This is an optimization exercise on Yosys and OpenROAD, whose aim is small area, not a production implementation.
In this exercise RTL edits were held to simulation tests only and were not proved equivalent to the original.
The clock port is modelled as an ideal driver; clocking choices that lean on that would not hold on a real chip.
Power is estimated from default activity; no workload was simulated.

$ cat config.mk
export PLATFORM = sky130hd
export DESIGN_NAME = top_nexys_a7
export DESIGN_NICKNAME = top_nexys_a7
export VERILOG_FILES = /design/flow/design.v
export SDC_FILE = /design/flow/constraint.sdc
export NUM_CORES = 4
export LEC_CHECK = 0
export CAP_MARGIN = 0
export CORE_MARGIN = 2
export CORE_UTILIZATION = 60
export SLEW_MARGIN = 0
$ cat constraint.sdc
create_clock -name core_clock -period 40.0 [get_ports {clock}]
set_input_delay 8.0000 -clock core_clock [delete_from_list [all_inputs] [get_ports {clock}]]
set_output_delay 8.0000 -clock core_clock [all_outputs]
set_load 0.01 [all_outputs]
$ cat design.v
`timescale 1ns / 1ps
module hx711driver (
    input  logic        clk,
    input  logic        reset,
    input  logic        ce,
    input  logic        hx711_in,
    output logic [23:0] dout,
    output logic        hx711_done_tick,
    output logic        sclk,
    output logic        last_phase      
);
    logic [5:0]  ph;
    logic [5:0]  c;
    logic [23:0] si;
    logic c_end, active, ph_last;
    assign active  = |ph;
    assign c_end   = c[5] & c[4] & c[1];             
    assign ph_last = ph[5] & ph[4] & ph[1] & ph[0];   
    logic c_clr, ph_inc, ph_clr;
    assign c_clr  = ce & (~active | c_end);
    assign ph_inc = ce & (active ? c_end : ~hx711_in);
    assign ph_clr = ce & c_end & ph_last;
    logic [6:0] cc, pc;
    assign cc[0] = ce;
    assign pc[0] = ph_inc;
    genvar i;
    for (i = 0; i < 6; i++) begin : g_inc
        assign cc[i+1] = cc[i] & c[i];
        assign pc[i+1] = pc[i] & ph[i];
    end
    always_ff @(posedge clk, posedge reset)
        if (reset) ph <= '0;
        else       ph <= ph_clr ? 6'd0 : (ph ^ pc[5:0]);
    always_ff @(posedge clk)
        c <= c_clr ? 6'd0 : (c ^ cc[5:0]);
    always_ff @(posedge clk)
        if (ce && c_end && active && !ph[0] && !(ph[5] & ph[4] & ph[1]))
            si <= {si[22:0], hx711_in};
    assign dout = si;
    assign hx711_done_tick = ph_last & c_end;
    assign sclk = active & ~ph[0];
    assign last_phase = ph_last;
endmodule
`timescale 1ns / 1ps
module seven_seg_driver (
    input  logic        clock,
    input  logic        reset,
    input  logic        om_msb,   
    input  logic        sgn,
    input  logic        busy_soon,  
    output logic        rot,      
    input  logic        qbit,     
    input  logic        wend,     
    input  logic        q_mode,   
    input  logic        q_clr,    
    input  logic        load,     
    output logic        ce,       
    output logic [7:0]  segments_out,
    output logic [7:0]  anodes_out
);
    logic [9:0]  refresh_counter;
    logic        refresh_tick;
    logic [2:0]  digit_selector;
    logic [27:0] wb;
    logic        rot_go;
    logic [3:0]  cur, nxt;
    logic [10:0] rc;
    assign rc[0] = 1'b1;
    genvar i;
    for (i = 0; i < 10; i++) begin : g_inc
        assign rc[i+1] = rc[i] & refresh_counter[i];
    end
    logic [3:0] dc;
    assign dc[0] = refresh_tick;
    for (i = 0; i < 3; i++) begin : g_dinc
        assign dc[i+1] = dc[i] & digit_selector[i];
    end
    logic [2:0] dsel_n;               
    assign dsel_n = digit_selector ^ dc[2:0];
    logic [4:0] j;
    assign j = refresh_counter[4:0];
    logic per_clr;
    assign per_clr = ~(j[4] | j[3]);
    logic bin;
    assign bin = q_mode ? qbit : (om_msb ^ sgn);
    assign rot = rot_go & ~per_clr;
    logic wclr;
    assign wclr = q_mode ? q_clr : per_clr;
    logic valid;
    assign valid = rot_go & ~(|j);
    function automatic [3:0] add3(input [3:0] d);
        case (d)
            4'd5: add3 = 4'd8;
            4'd6: add3 = 4'd9;
            4'd7: add3 = 4'd10;
            4'd8: add3 = 4'd11;
            4'd9: add3 = 4'd12;
            default: add3 = d;
        endcase
    endfunction
    logic [27:0] wb_adj;
    for (i = 0; i < 6; i++) begin : g_dd
        assign wb_adj[i*4 +: 4] = add3(wb[i*4 +: 4]);
    end
    assign wb_adj[27:24] = wb[27:24];
    logic [3:0] ev, od, ev1;
    always_comb begin
        case (dsel_n[2:1])
            2'd0: begin ev = wb[3:0];   od = wb[7:4];   ev1 = wb[11:8];  end
            2'd1: begin ev = wb[11:8];  od = wb[15:12]; ev1 = wb[19:16]; end
            2'd2: begin ev = wb[19:16]; od = wb[23:20]; ev1 = wb[27:24]; end
            default: begin ev = wb[27:24]; od = 4'd0;   ev1 = wb[3:0];   end
        endcase
    end
    logic [3:0] dig_a, dig_b;
    assign dig_a = dsel_n[0] ? od : ev;
    assign dig_b = dsel_n[0] ? ev1 : od;
    always_ff @(posedge clock, posedge reset)
        if (reset) begin
            refresh_counter <= '0;
            refresh_tick    <= 1'b0;
            digit_selector  <= '0;
            rot_go          <= 1'b0;
            cur             <= '0;
        end else begin
            refresh_counter <= refresh_counter ^ rc[9:0];
            refresh_tick    <= rc[10];
            digit_selector  <= dsel_n;
            if (j == 5'd7) rot_go <= ~wend & ~busy_soon;
            if (load | valid)      cur <= dig_a;
            else if (refresh_tick) cur <= nxt;
        end
    always_ff @(posedge clock) begin
        wb <= wclr ? 28'd0 : {wb_adj[26:0], bin};
        if (load | valid) nxt <= dig_b;
    end
    assign ce = ~refresh_counter[0];
    always_comb
        case (cur)
            4'd0:    segments_out = 8'b00000011;
            4'd1:    segments_out = 8'b10011111;
            4'd2:    segments_out = 8'b00100101;
            4'd3:    segments_out = 8'b00001101;
            4'd4:    segments_out = 8'b10011001;
            4'd5:    segments_out = 8'b01001001;
            4'd6:    segments_out = 8'b01000001;
            4'd7:    segments_out = 8'b00011111;
            4'd8:    segments_out = 8'b00000001;
            4'd9:    segments_out = 8'b00001001;
            default: segments_out = 8'b11111111;
        endcase
    always_comb
        case (digit_selector)
            3'd0: anodes_out = 8'b11111110;
            3'd1: anodes_out = 8'b11111101;
            3'd2: anodes_out = 8'b11111011;
            3'd3: anodes_out = 8'b11110111;
            3'd4: anodes_out = 8'b11101111;
            3'd5: anodes_out = 8'b11011111;
            3'd6: anodes_out = 8'b10111111;
            default: anodes_out = 8'b01111111;
        endcase
endmodule
`timescale 1ns / 1ps
module rca #(parameter int W = 8) (
    input  logic [W-1:0] a,
    input  logic [W-1:0] b,
    input  logic         cin,
    output logic [W-1:0] s,
    output logic         cout
);
    logic [W:0] c;
    assign c[0] = cin;
    genvar i;
    for (i = 0; i < W; i++) begin : g_bit
        assign s[i]   = a[i] ^ b[i] ^ c[i];
        assign c[i+1] = (a[i] & b[i]) | (c[i] & (a[i] ^ b[i]));
    end
    assign cout = c[W];
endmodule
module rinc #(parameter int W = 8) (
    input  logic [W-1:0] a,
    input  logic         cin,
    output logic [W-1:0] s
);
    logic [W:0] c;
    assign c[0] = cin;
    genvar i;
    for (i = 0; i < W; i++) begin : g_bit
        assign s[i]   = a[i] ^ c[i];
        assign c[i+1] = a[i] & c[i];
    end
endmodule
module lt_const #(parameter int W = 8, parameter logic [W-1:0] K = '0) (
    input  logic [W-1:0] a,
    output logic         lt
);
    logic [W:0] c;
    assign c[0] = 1'b0;
    genvar i;
    for (i = 0; i < W; i++) begin : g_bit
        if (K[i]) begin : g_one
            assign c[i+1] = ~a[i] | c[i];
        end else begin : g_zero
            assign c[i+1] = ~a[i] & c[i];
        end
    end
    assign lt = c[W];
endmodule
module top_nexys_a7 (
    input  logic       clock,
    input  logic       reset,
    input  logic       hx711_data_in,
    output logic       hx711_sclk_out,
    output logic [5:0] states_led,
    output logic [7:0] DDP,
    output logic [7:0] AN
);
    logic ce;
    logic sync1, sync2;
    always_ff @(posedge clock)
        if (ce) begin
            sync1 <= hx711_data_in;
            sync2 <= sync1;
        end
    logic [23:0] si;
    logic        done, last_phase;
    hx711driver inst_hx711_driver (
        .clk(clock), .reset(reset), .ce(ce), .hx711_in(sync2),
        .dout(si), .hx711_done_tick(done), .sclk(hx711_sclk_out), .last_phase(last_phase));
    logic tick;
    assign tick = done & ~ce;
    localparam logic [2:0] ST_IDLE = 3'd0, ST_S1 = 3'd1, ST_S2 = 3'd2, ST_S3 = 3'd3,
                           ST_PREP = 3'd4, ST_DIV = 3'd5, ST_UPD = 3'd6, ST_CLN = 3'd7;
    logic [2:0]  state;
    logic [16:0] timer;         
    logic [28:0] acc;           
    logic        sn;            
    logic [4:0]  cnt;           
    logic [1:0]  outl;          
    logic [23:0] om;            
    logic        sgn;           
    logic        zero;          
    logic        led;
    logic [4:0]  rem;           
    logic [4:0]  pv;            
    logic        pflag;         
    assign rem   = timer[10:6];
    assign pv    = timer[15:11];
    assign pflag = timer[16];
    logic tmax;                 
    assign tmax = timer[16] & timer[15] & timer[10] & timer[9] & timer[7]
                & timer[4] & timer[3] & timer[2] & timer[1] & timer[0];
    logic in_idle, in_smp, in_s3, in_prep, in_div, in_upd, in_cln;
    assign in_idle = (state == ST_IDLE);
    assign in_smp  = (state == ST_S1) | (state == ST_S2) | (state == ST_S3);
    assign in_s3   = (state == ST_S3);
    assign in_prep = (state == ST_PREP);
    assign in_div  = (state == ST_DIV);
    assign in_upd  = (state == ST_UPD);
    assign in_cln  = (state == ST_CLN);
    logic cnt_nz;
    assign cnt_nz = |cnt;
    logic [24:0] diff;
    rca #(25) u_diff (.a({si[23], si}), .b(~{sgn, om}), .cin(~sgn), .s(diff), .cout());
    logic lo_lt, lo_le;
    lt_const #(14, 14'd15000) u_lt (.a(diff[13:0]), .lt(lo_lt));
    lt_const #(14, 14'd1385)  u_le (.a(diff[13:0]), .lt(lo_le));
    logic d_small;
    assign d_small = diff[24] ? ((&diff[23:14]) & ~lo_le) : (~(|diff[23:14]) & lo_lt);
    logic accept;
    assign accept = d_small | zero | (&outl);
    logic dshift;
    assign dshift = in_div & timer[5] & (timer[4] | timer[3] | timer[2] | (timer[1] & timer[0]));
    logic en_s, en_p;
    assign en_s = in_s3 & accept;
    assign en_p = in_prep & acc[28];
    logic [28:0] addb, asum;
    assign addb = ({{5{si[23]}}, si} & {29{en_s}}) | (acc & {29{dshift}}) | {29{en_p}};
    rca #(29) u_acc (.a(acc), .b(addb), .cin(1'b0), .s(asum), .cout());
    logic t_inc, t_clr;
    assign t_clr = (in_idle & ~tick & tmax) | in_upd;
    assign t_inc = (in_idle & ~tick) | (in_smp & ~tmax) | in_div;
    logic [16:0] timer_n;
    rinc #(17) u_tinc (.a(timer), .cin(t_inc), .s(timer_n));
    logic [4:0] cnt_n;
    rinc #(5) u_cinc (.a(cnt), .cin(en_s), .s(cnt_n));
    logic dbit;
    assign dbit = dshift & (acc[28] ^ sn);
    logic [5:0] rt, rsub;
    assign rt = {rem, dbit};
    logic qbit;
    rca #(6) u_dsub (.a(rt), .b(~{1'b0, cnt}), .cin(1'b1), .s(rsub), .cout(qbit));
    logic rot;
    logic mshift;
    assign mshift = in_div & timer[5] & (timer[4] | timer[3]);
    logic xg, yg;
    assign xg = (om[23] ^ sgn) & mshift;
    assign yg = qbit & mshift;
    logic p_f, p_inc, p_dec;
    assign p_f   = xg ^ yg;
    assign p_inc = ~sgn & sn & xg & yg;
    assign p_dec = sgn ? (sn ? (xg & ~yg) : (xg | yg)) : (~sn & ~xg & yg);
    logic [5:0] pc;
    logic [4:0] pu;             
    assign pc[0] = p_inc | p_dec;
    genvar gi;
    for (gi = 0; gi < 5; gi++) begin : g_pu
        assign pu[gi]   = pv[gi] ^ pc[gi];
        assign pc[gi+1] = pc[gi] & (pv[gi] ^ p_dec);
    end
    logic p_borrow, p_ovf, p_neg;
    assign p_borrow = p_dec & pc[5];           
    assign p_ovf    = p_inc & pc[5];           
    assign p_neg    = pflag | p_borrow;
    logic [4:0] pv_n;
    assign pv_n = (pu[4] | p_ovf) ? 5'd31 : {pu[3:0], p_f};
    logic pu_lt26, p_alert;
    lt_const #(5, 5'd26) u_p26 (.a(pu), .lt(pu_lt26));
    assign p_alert = ~p_neg & (p_ovf | ~pu_lt26 | ((pu == 5'd25) & p_f));
    always_ff @(posedge clock, posedge reset)
        if (reset) begin
            state <= ST_IDLE;
            outl  <= '0;
            om    <= '0;
            sgn   <= 1'b0;
            zero  <= 1'b1;
            led   <= 1'b0;
        end else begin
            case (state)
                ST_IDLE: if (tick) state <= ST_S1; else if (tmax) state <= ST_PREP;
                ST_S1:   state <= ST_S2;
                ST_S2:   state <= ST_S3;
                ST_S3:   state <= ST_IDLE;
                ST_PREP: state <= cnt_nz ? ST_DIV : ST_UPD;
                ST_DIV:  if (&timer[5:0]) state <= ST_UPD;
                ST_UPD:  state <= ST_CLN;
                default: state <= ST_IDLE;
            endcase
            if (in_s3) begin
                if (accept) outl <= '0;
                else        outl <= {outl[1] | outl[0], ~outl[0]};
            end
            if (in_prep & cnt_nz) zero <= 1'b1;
            if (mshift) begin
                om   <= {om[22:0], qbit ^ sn};
                zero <= zero & ~qbit;
            end else if (rot)
                om   <= {om[22:0], om[23]};
            if (in_upd) begin
                led <= 1'b0;
                if (cnt_nz) begin
                    sgn <= sn;
                    led <= pflag;
                end
            end
        end
    always_ff @(posedge clock) begin
        timer <= (t_clr | reset) ? 17'd0 : timer_n;
        if (in_div)
            timer[16:6] <= {(&timer[5:0]) ? p_alert : p_neg, pv_n,
                            qbit ? rsub[4:0] : rt[4:0]};
        acc   <= reset ? 29'd0 : asum;      
        if (in_prep) sn <= acc[28];
        cnt   <= (in_cln | reset) ? 5'd0 : cnt_n;
    end
    assign states_led = {led, 1'b0, led, led, 1'b0, led};
    seven_seg_driver inst_display (
        .clock(clock), .reset(reset), .om_msb(om[23]), .sgn(sgn), .qbit(qbit),
        .busy_soon(last_phase), .rot(rot),
        .wend(in_prep | in_div | in_upd), .q_mode(in_div & timer[5]),
        .q_clr(in_div & timer[5] & ~timer[4] & ~timer[3]), .load(in_upd & cnt_nz),
        .ce(ce), .segments_out(DDP), .anodes_out(AN));
endmodule
$ cat flow/run.sh
#!/bin/bash
# Standard layout (standard synthesis unchanged), with these layout options:
# output port buffers use buf_1 (pre_gpl.tcl); the clock tree is built from
# clkbuf_4 without dummy loads, and clock buffers driving 10 or more pins are
# then set to clkbuf_8 (post_cts.tcl). Each tool's full log stays under
# orfs/logs (copied to flow_logs); make's own output goes to flow_make.log.
set -uo pipefail
bash standard.sh \
  DONT_BUFFER_PORTS=1 \
  "PRE_GLOBAL_PLACE_TCL=$PWD/flow/pre_gpl.tcl" \
  "POST_CTS_TCL=$PWD/flow/post_cts.tcl" \
  "CTS_ARGS=-sink_clustering_enable -repair_clock_nets -buf_list sky130_fd_sc_hd__clkbuf_4 -dont_use_dummy_load" \
  finish > flow_make.log 2>&1
status=$?
cp -r orfs/logs flow_logs 2>/dev/null || true
exit $status
$ cat flow/post_cts.tcl
# The clock tree is built from clkbuf_4; any clock buffer driving 10 or more
# pins (the root and the fuller leaves) is then set to clkbuf_8, so that every
# flip-flop clock pin keeps a fast slew, and the placement legalised again.
set big [get_lib_cells sky130_fd_sc_hd__clkbuf_8]
set n 0
foreach inst [get_cells clkbuf_*] {
  if {[get_property $inst ref_name] ne "sky130_fd_sc_hd__clkbuf_4"} { continue }
  set out [get_pins -of_objects $inst -filter "direction==output"]
  set fo [llength [get_pins -of_objects [get_nets -of_objects $out] -filter "direction==input"]]
  if {$fo >= 10} {
    replace_cell $inst $big
    incr n
  }
}
puts "post_cts: $n clock buffers set to clkbuf_8"
detailed_placement
check_placement -verbose
$ cat flow/pre_gpl.tcl
# Port buffering in place of the standard step (DONT_BUFFER_PORTS=1):
# every input and output port still gets a buffer; outputs use buf_1.
buffer_ports -inputs
buffer_ports -outputs -buffer_cell sky130_fd_sc_hd__buf_1
$ cat standard.sh
#!/bin/bash
# synth_recipe.tcl (not shown) runs the flow's synth.tcl, then flattens the netlist and writes it again
# the make line also repeats each setting of config.mk as NAME=value (left out here)
make -C /OpenROAD-flow-scripts/flow DESIGN_CONFIG=/design/flow/config.mk WORK_HOME=/design/flow/orfs CLKGATE_MAP_FILE= SYNTH_SCRIPT=/design/flow/synth_recipe.tcl "${@:-finish}"
==> flow_metrics.env, run 1 <==
export IMPL_power_switching_mw=0.0546
export IMPL_crit_fanout=28
export IMPL_multi_input_area_um2=4800
export IMPL_path_common_cell="fa_1"
export IMPL_drv_cap=0
export IMPL_antenna_found_initial=0
export IMPL_synth_cell_type_count=71
export IMPL_setup_tns_ns=0
export IMPL_p_comb_share_pct=0.8
export IMPL_ir_drop_mv=0.0289
export IMPL_gp_congestion=0.824
export IMPL_dp_cells=1077
export IMPL_max_freq_mhz=41.3
export IMPL_p_clk_share_pct=31.5
export IMPL_tightest_slew_ns=1.10
export IMPL_cts_tree="done"
export IMPL_layout_min_cycle_time_ns=24.20
export IMPL_grt_pass1_vias=6352
export IMPL_synthTopCellsByArea="dfxtp_1, dfrtp_1, fa_1"
export IMPL_start_util_pct=61.5
export IMPL_synth_edf_count=31
export IMPL_cts_sink_count=173
export IMPL_rsz0062_at_grt="false"
export IMPL_avgSynthCellArea_um2=10.3
export IMPL_synth_seq_cells=173
export IMPL_syn_cell_area_um2=9380
export IMPL_fin_crit_sh_pct=60.5
export IMPL_grt_max_degree=58
export IMPL_drive_gt1_share_pct=6.12
export IMPL_hold_viol_final=0
export IMPL_final_util_pct=63.3
export IMPL_vias_per_cell=5.81
export IMPL_internal_power_mw=0.208
export IMPL_layout_cells_non_filler=1094
export IMPL_dieArea_um2=16700
export IMPL_grt_pass1_wl_um=31100
export IMPL_slew_headroom_pct=25.9
export IMPL_status="finished clean"
export IMPL_layout_commonest_cell="nor2_1"
export IMPL_nets=992
export IMPL_drc=0
export IMPL_vias=6352
export IMPL_cp_start_kind="flop"
export IMPL_dpl_instance_area_um2=9460
export IMPL_drt_pass1_iterations=4
export IMPL_gr_total_overflow=0
export IMPL_wl_um=17900
export IMPL_crit_type="reg2reg"
export IMPL_setup_violations_final=0
export IMPL_antennaDiodeCount=0
export IMPL_design_area_um2=9650
export IMPL_drt_iter0_drc=316
export IMPL_netlist_instances=913
export IMPL_report_final_slew_viol_count=0
export IMPL_hold_path_class="reg2reg"
export IMPL_swShare_pct=20.7
export IMPL_die_y_um=129
export IMPL_yosys_area_top_type="dfxtp_1"
export IMPL_die_width_um=129
export IMPL_cpPeakStageDelay_ns=0.61
export IMPL_ys_seq_area_share_pct=43.3
export IMPL_slowest_stage="dfrtp_1"
export IMPL_ant_nets=0
export IMPL_io_pins=26
export IMPL_area_growth_pct=2.89
export IMPL_timing_hold_ws_ns=0.440
export IMPL_hpwl_um=13200
export IMPL_rows=45
export IMPL_final_cell_mix="nor2_1, dfxtp_1, inv_1, o21ai_0, dfrtp_1"
export IMPL_port_buffers=21
export IMPL_wl_per_cell_um=16.4
export IMPL_ys_warnings_count=3
export IMPL_synth_top_area_share_pct=18.1
export IMPL_cp_end_kind="flop"
export IMPL_skew_ns=0.0305
export IMPL_crit_required_ns=40.34
export IMPL_clk_pin_slew_worst_paths_ns=0.10
export IMPL_num_fill_cells=1267
export IMPL_p_seq_share_pct=67.6
export IMPL_leakagePower_nw=3.62
export IMPL_insertion_delay_ns=0.44
export IMPL_ys_flop_type="dfxtp_1"
export IMPL_cp_arrival_ns=24.54
export IMPL_synthArstFlopShare_pct=32.9
export IMPL_core_area_um2=15300
export IMPL_power_density_nw_per_um2=27.2
export IMPL_grtUsageTotal_pct=23.7
export IMPL_seq_area_um2=4060
[kinds of logic (layout without fill, tap and decap cells)]
logic type / after synthesis / after routing / synth area share (%)
and+or+nand+nor: 257 / 257 / 13.6
AOI/OAI and AO/OA: 201 / 201 / 13.5
DFF: 173 / 173 / 43.3
buffers and inverters: 133 / 102 / 5.65
adders and majority gates: 104 / 104 / 18.3
muxes: 24 / 24 / 3.72
xor gates and xnor gates: 19 / 19 / 1.92
other: 2 / 3 / 0.0800
[synth_stat cells, types with 9 or more instances]
cell / n
dfrtp_1: 56
mux2i_1: 9
and2_1: 12
dfxtp_1: 85
ha_1: 49
o21ai_0: 66
inv_1: 78
nor2b_1: 17
xnor2_1: 13
a221oi_1: 23
edfxtp_1: 31
nor2_1: 93
clkbuf_1: 36
fa_1: 55
a21oi_1: 53
nand3_1: 15
nand2_1: 55
[per-layer routing]
layer | track usage, % | part of all wire [%] | wire, um
met3 | 5.70 | 4.0 | 710
met4 | 8.44 | 2.4 | 429
met1 | 32.0 | 45 | 8060
met2 | 38.1 | 49 | 8710
met5 | 0 | 0 | 0
[critical path, delay by kind of cell (launching register included)]
kind	cells	cell delay (ns)
adder cells (fa/ha/maj)	52	21.34
buffers and inverters	7	0.74
AO/OA/AOI/OAI	5	1.08
AND/OR/NAND/NOR	3	0.32
flip-flops	1	0.61
[per-stage QoR]
stage                     total power [mW]  setup WS, ns
after floorplan                      0.184         16.83
after global placement               0.184         16.26
after detailed placement             0.184         15.70
after global routing                 0.273         14.83
final                                0.263         15.80
[layout make-up]
cell class | instances | area share, %
multi-input cells | 608 | 49.7
flip-flops and latches | 173 | 42.1
inverters | 79 | 3.07
well taps | 211 | 2.73
clock buffers | 17 | 1.97
repair buffers | 6 | 0.467
[registers in the layout, indices dropped and copies added, names as in the netlist, 2 cells and up]
register and flops:
acc 29, inst_display.wb 28, inst_hx711_driver.si 24, om 24, timer 17, inst_display.refresh_counter 10, inst_hx711_driver.c 6, inst_hx711_driver.ph 6
cnt 5, inst_display.cur 4, inst_display.nxt 4, inst_display.digit_selector 3, state 3, outl 2
[power groups by stage]
stage	Sequential (mW)	Combinational (mW)	Clock [mW]
2_1_floorplan	0.182	0.00231	0
3_3_place_gp	0.182	0.00225	0
3_5_place_dp	0.182	0.00237	0
5_1_grt	0.178	0.00270	0.0926
6_report	0.178	0.00222	0.0829
[final timing paths]
| path | from | endpoint | slack (ns) | depth (start not counted) |
|---|---|---|---|---|
| setup / recovery | sgn | acc[28] | 15.80 | 67 |
| hold / removal | sync1 | sync2 | 0.44 | 0 |
| setup reg to reg | sgn | acc[28] | 15.80 | 67 |
| hold reg to reg | sync1 | sync2 | 0.44 | 0 |
| max in group asynchronous | reset | om[22] | 31.81 | 2 |
| min in group asynchronous | reset | inst_hx711_driver.ph[4] | 7.65 | 2 |
==> run 2, diff against run 1 <==
==> run.sh (new file) <==
#!/bin/bash
# synth_recipe.tcl (not shown) runs the flow's synth.tcl, then flattens the netlist and writes it again
# the make line also repeats each setting of config.mk as NAME=value (left out here)
make -C /OpenROAD-flow-scripts/flow DESIGN_CONFIG=/design/flow/config.mk WORK_HOME=/design/flow/orfs CLKGATE_MAP_FILE= SYNTH_SCRIPT=/design/flow/synth_recipe.tcl finish
--- a/config.mk
+++ b/config.mk
@@ -6,6 +6,7 @@
 export NUM_CORES = 4
 export LEC_CHECK = 0
-export CAP_MARGIN = 0
+export CAP_MARGIN = 20
 export CORE_MARGIN = 2
 export CORE_UTILIZATION = 60
-export SLEW_MARGIN = 0
+export CTS_BUF_LIST = sky130_fd_sc_hd__clkbuf_8
+export SLEW_MARGIN = 20
removed: flow/run.sh
removed: flow/post_cts.tcl
removed: flow/pre_gpl.tcl
removed: standard.sh
==> run 2 against run 1 <==
Net effect:
- worst hold slack worse by 0.0040 ns
- critical endpoint unchanged
- flip-flop and latch count stayed put
- routed wire length is 5.1% higher
- register-to-register slack better by 0.04 ns
- sequential power hardly changed
- global-route usage is 1.3 points higher
- critical path depth is 2 lower
- fmax is 0.16% higher
- worst setup slack better by 0.038 ns
- core utilization is 3.1 points higher
==> flow_metrics.env, run 2 <==
export IMPL_status="finished clean"
export IMPL_p_comb_share_pct=1.0
export IMPL_vias_per_cell=5.78
export IMPL_leakagePower_nw=3.81
export IMPL_crit_fanout=27
export IMPL_synthMuxAreaShare_pct=3.72
export IMPL_grt_max_degree=48
export IMPL_drive_gt1_share_pct=7.38
export IMPL_synth_top_cells_by_count="nor2_1, dfxtp_1, inv_1, o21ai_0, dfrtp_1"
export IMPL_synth_top_family_by_area="adder cells"
export IMPL_die_width_um=129
export IMPL_setup_tns_ns=0
export IMPL_drt_iter0_drc=425
export IMPL_cpLargestDelayFamily="adder cells"
export IMPL_wl_per_cell_um=16.6
export IMPL_synth_cell_type_count=71
export IMPL_synth_compound_area_share_pct=13.5
export IMPL_drv_cap=0
export IMPL_synth_xor_area_share_pct=1.92
export IMPL_antennaDiodeCount=0
export IMPL_max_freq_mhz=41.4
export IMPL_slowest_stage="dfrtp_1"
export IMPL_nets=1015
export IMPL_layout_cells_non_filler=1132
export IMPL_avgSynthCellArea_um2=10.3
export IMPL_wl_um=18800
export IMPL_gp_congestion=0.825
export IMPL_ctsHoldBuffers=0
export IMPL_die_y_um=129
export IMPL_cpPeakStageDelay_ns=0.57
export IMPL_timing_hold_ws_ns=0.436
export IMPL_cp_end_kind="flop"
export IMPL_hpwl_um=13700
export IMPL_rsz0062_at_grt="false"
export IMPL_yosys_area_top_type="dfxtp_1"
export IMPL_ys_flop_type="dfxtp_1"
export IMPL_largest_register_ffs=29
export IMPL_port_buffers=22
export IMPL_cts_sink_count=173
export IMPL_crit_required_ns=40.36
export IMPL_dp_cells=1100
export IMPL_start_util_pct=61.5
export IMPL_post_cts_buffers=0
export IMPL_ys_warnings_count=3
export IMPL_reg_largest_list="acc (29), inst_display.wb (28)"
export IMPL_yosys_area_share_simple_pct=13.6
export IMPL_tightest_slew_ns=1.03
export IMPL_rows=45
export IMPL_clk_pin_slew_worst_paths_ns=0.09
export IMPL_cp_buffers_inverters=6
export IMPL_report_final_slew_viol_count=0
export IMPL_clockBufferDepth=2
export IMPL_hold_viol_final=0
export IMPL_cp_start_kind="flop"
export IMPL_ys_seq_area_share_pct=43.3
export IMPL_antenna_found_initial=0
export IMPL_numCtsBuffers=17
export IMPL_setup_violations_final=0
export IMPL_hold_path_class="reg2reg"
export IMPL_synth_fa_ha_area_share_pct=18.3
export IMPL_final_util_pct=66.3
export IMPL_cp_arrival_ns=24.52
export IMPL_ctsResizeCount=0
export IMPL_ant_nets=0
export IMPL_num_fill_cells=1221
export IMPL_vias=6539
export IMPL_htree_levels=4
export IMPL_drc=0
export IMPL_grtUsageTotal_pct=25.0
export IMPL_slew_headroom_pct=30.8
export IMPL_grt_pass1_vias=6691
export IMPL_p_clk_share_pct=42.4
export IMPL_grt_pass1_wl_um=32600
export IMPL_cts_root_buf="clkbuf_8"
export IMPL_dieArea_um2=16700
export IMPL_ir_drop_mv=0.0232
export IMPL_drt_pass1_iterations=4
export IMPL_p_seq_share_pct=56.6
export IMPL_insertion_delay_ns=0.46
export IMPL_power_switching_mw=0.0679
export IMPL_synth_top_area_share_pct=18.1
export IMPL_layout_commonest_cell="nor2_1"
export IMPL_swShare_pct=21.6
export IMPL_final_cell_mix="nor2_1, dfxtp_1, inv_1, o21ai_0, dfrtp_1"
export IMPL_synthArstFlopShare_pct=32.9
export IMPL_power_density_nw_per_um2=31.0
export IMPL_skew_ns=0.0141
export IMPL_cts_tree="done"
export IMPL_core_area_um2=15300
export IMPL_path_common_cell="fa_1"
export IMPL_gr_total_overflow=0
export IMPL_yosysMostFrequentCell="nor2_1"
export IMPL_area_growth_pct=7.88
export IMPL_fin_crit_sh_pct=60.4
export IMPL_synth_edf_count=31
export IMPL_crit_type="reg2reg"
export IMPL_layout_min_cycle_time_ns=24.16
export IMPL_synthTopCellsByArea="dfxtp_1, dfrtp_1, fa_1"
export IMPL_internal_power_mw=0.246
export IMPL_synth_seq_cells=173
export IMPL_top_register="acc"
export IMPL_syn_cell_area_um2=9380
export IMPL_netlist_instances=913
export IMPL_io_pins=26
## run 2: cell counts after synthesis
Identical to the previous run, type by type.
## run 2: area by class of cell
class	instances	area (um^2)	share of cell area [%]
Clock buffer	17	234	2.31
Clock inverter	15	195	1.93
Inverter	79	297	2.93
Sequential cell	173	4060	40.1
Multi-Input combinational cell	608	4800	47.4
Tap cell	211	264	2.61
Timing Repair Buffer	29	273	2.69
## run 2: through the flow
stage | worst slack [ns] | power (mW) | instance area, um^2
floorplan | 16.83 | 0.184 | 9390
global placement | 16.29 | 0.185 | 9690
detailed placement | 15.79 | 0.185 | 9690
CTS | 15.74 | 0.316 | 10100
global route | 14.78 | 0.324 | 10100
finish | 15.84 | 0.314 | 10100
## run 2: logic make-up (layout without fill, tap and decap cells)
family,count (synthesis),count (layout)
AOI/OAI and AO/OA,201,201
muxes,24,24
buffers and inverters,133,140
xor gates and xnor gates,19,19
adders and majority gates,104,104
other,2,3
and+or+nand+nor,257,257
DFF,173,173
## run 2: worst register-to-register path: cells and delay by family (launching register included)
family          cells  cell delay [ns]
simple gates        3             0.33
flops               1             0.57
compound gates      5             1.05
fa+ha+maj          51            21.40
buf+inv             6             0.74
## run 2: metal layers
layer,global-route usage (%),share of wire [%]
met5,0,0
met3,4.05,3.0
met4,8.06,1.3
met2,43.4,51
met1,32.4,44
## run 2: power groups by stage
stage	combinational, mW	clock, mW	sequential, mW
2_1_floorplan	0.00231	0	0.182
3_3_place_gp	0.00307	0	0.182
3_5_place_dp	0.00324	0	0.182
4_1_cts	0.00325	0.135	0.178
5_1_grt	0.00367	0.143	0.178
6_report	0.00312	0.133	0.178
## run 2: worst paths after layout
kind / from / endpoint / slack, ns / depth (start not counted)
worst max-delay path: sgn / acc[28] / 15.84 / 65
worst min-delay path: sync1 / sync2 / 0.44 / 0
worst max register to register: sgn / acc[28] / 15.84 / 65
worst min register to register: sync1 / sync2 / 0.44 / 0
max in group asynchronous: reset / om[11] / 31.00 / 4
min in group asynchronous: reset / inst_hx711_driver.ph[0] / 8.08 / 3

-- what the ideal ports hide --
No port has a modelled driver above. Below, the same layouts with a new extraction and two added sets of constraints.
Step 1, drivers: a clkbuf_16 drives clock and a buf_2 each remaining input, both assumed.
Step 2, shift: input delay + t, output delay - t, t = (earliest + latest rising clock arrival at the registers) / 2. This alone moves slack from input paths to output paths.
a / b / c = ideal / step 1 / step 2; a / b = the first two.
| run | t (ns) | setup WS [ns] | hold WS [ns] | clock arrival spread, ns | cell pins on the clock port's net |
|---|---|---|---|---|---|
| run 1 | 0.465 | 15.804 / 15.780 / 15.780 | 0.440 / 0.440 / 0.440 | 0.031 / 0.031 | 1 |
| run 2 | 0.497 | 15.841 / 15.841 / 15.841 | 0.436 / 0.436 / 0.436 | 0.014 / 0.014 | 1 |
After both steps setup and hold are still met in every run listed. For run 1, which loses most, drivers alone change the setup slack by -0.024 ns; drivers and shift together by -0.024 ns.
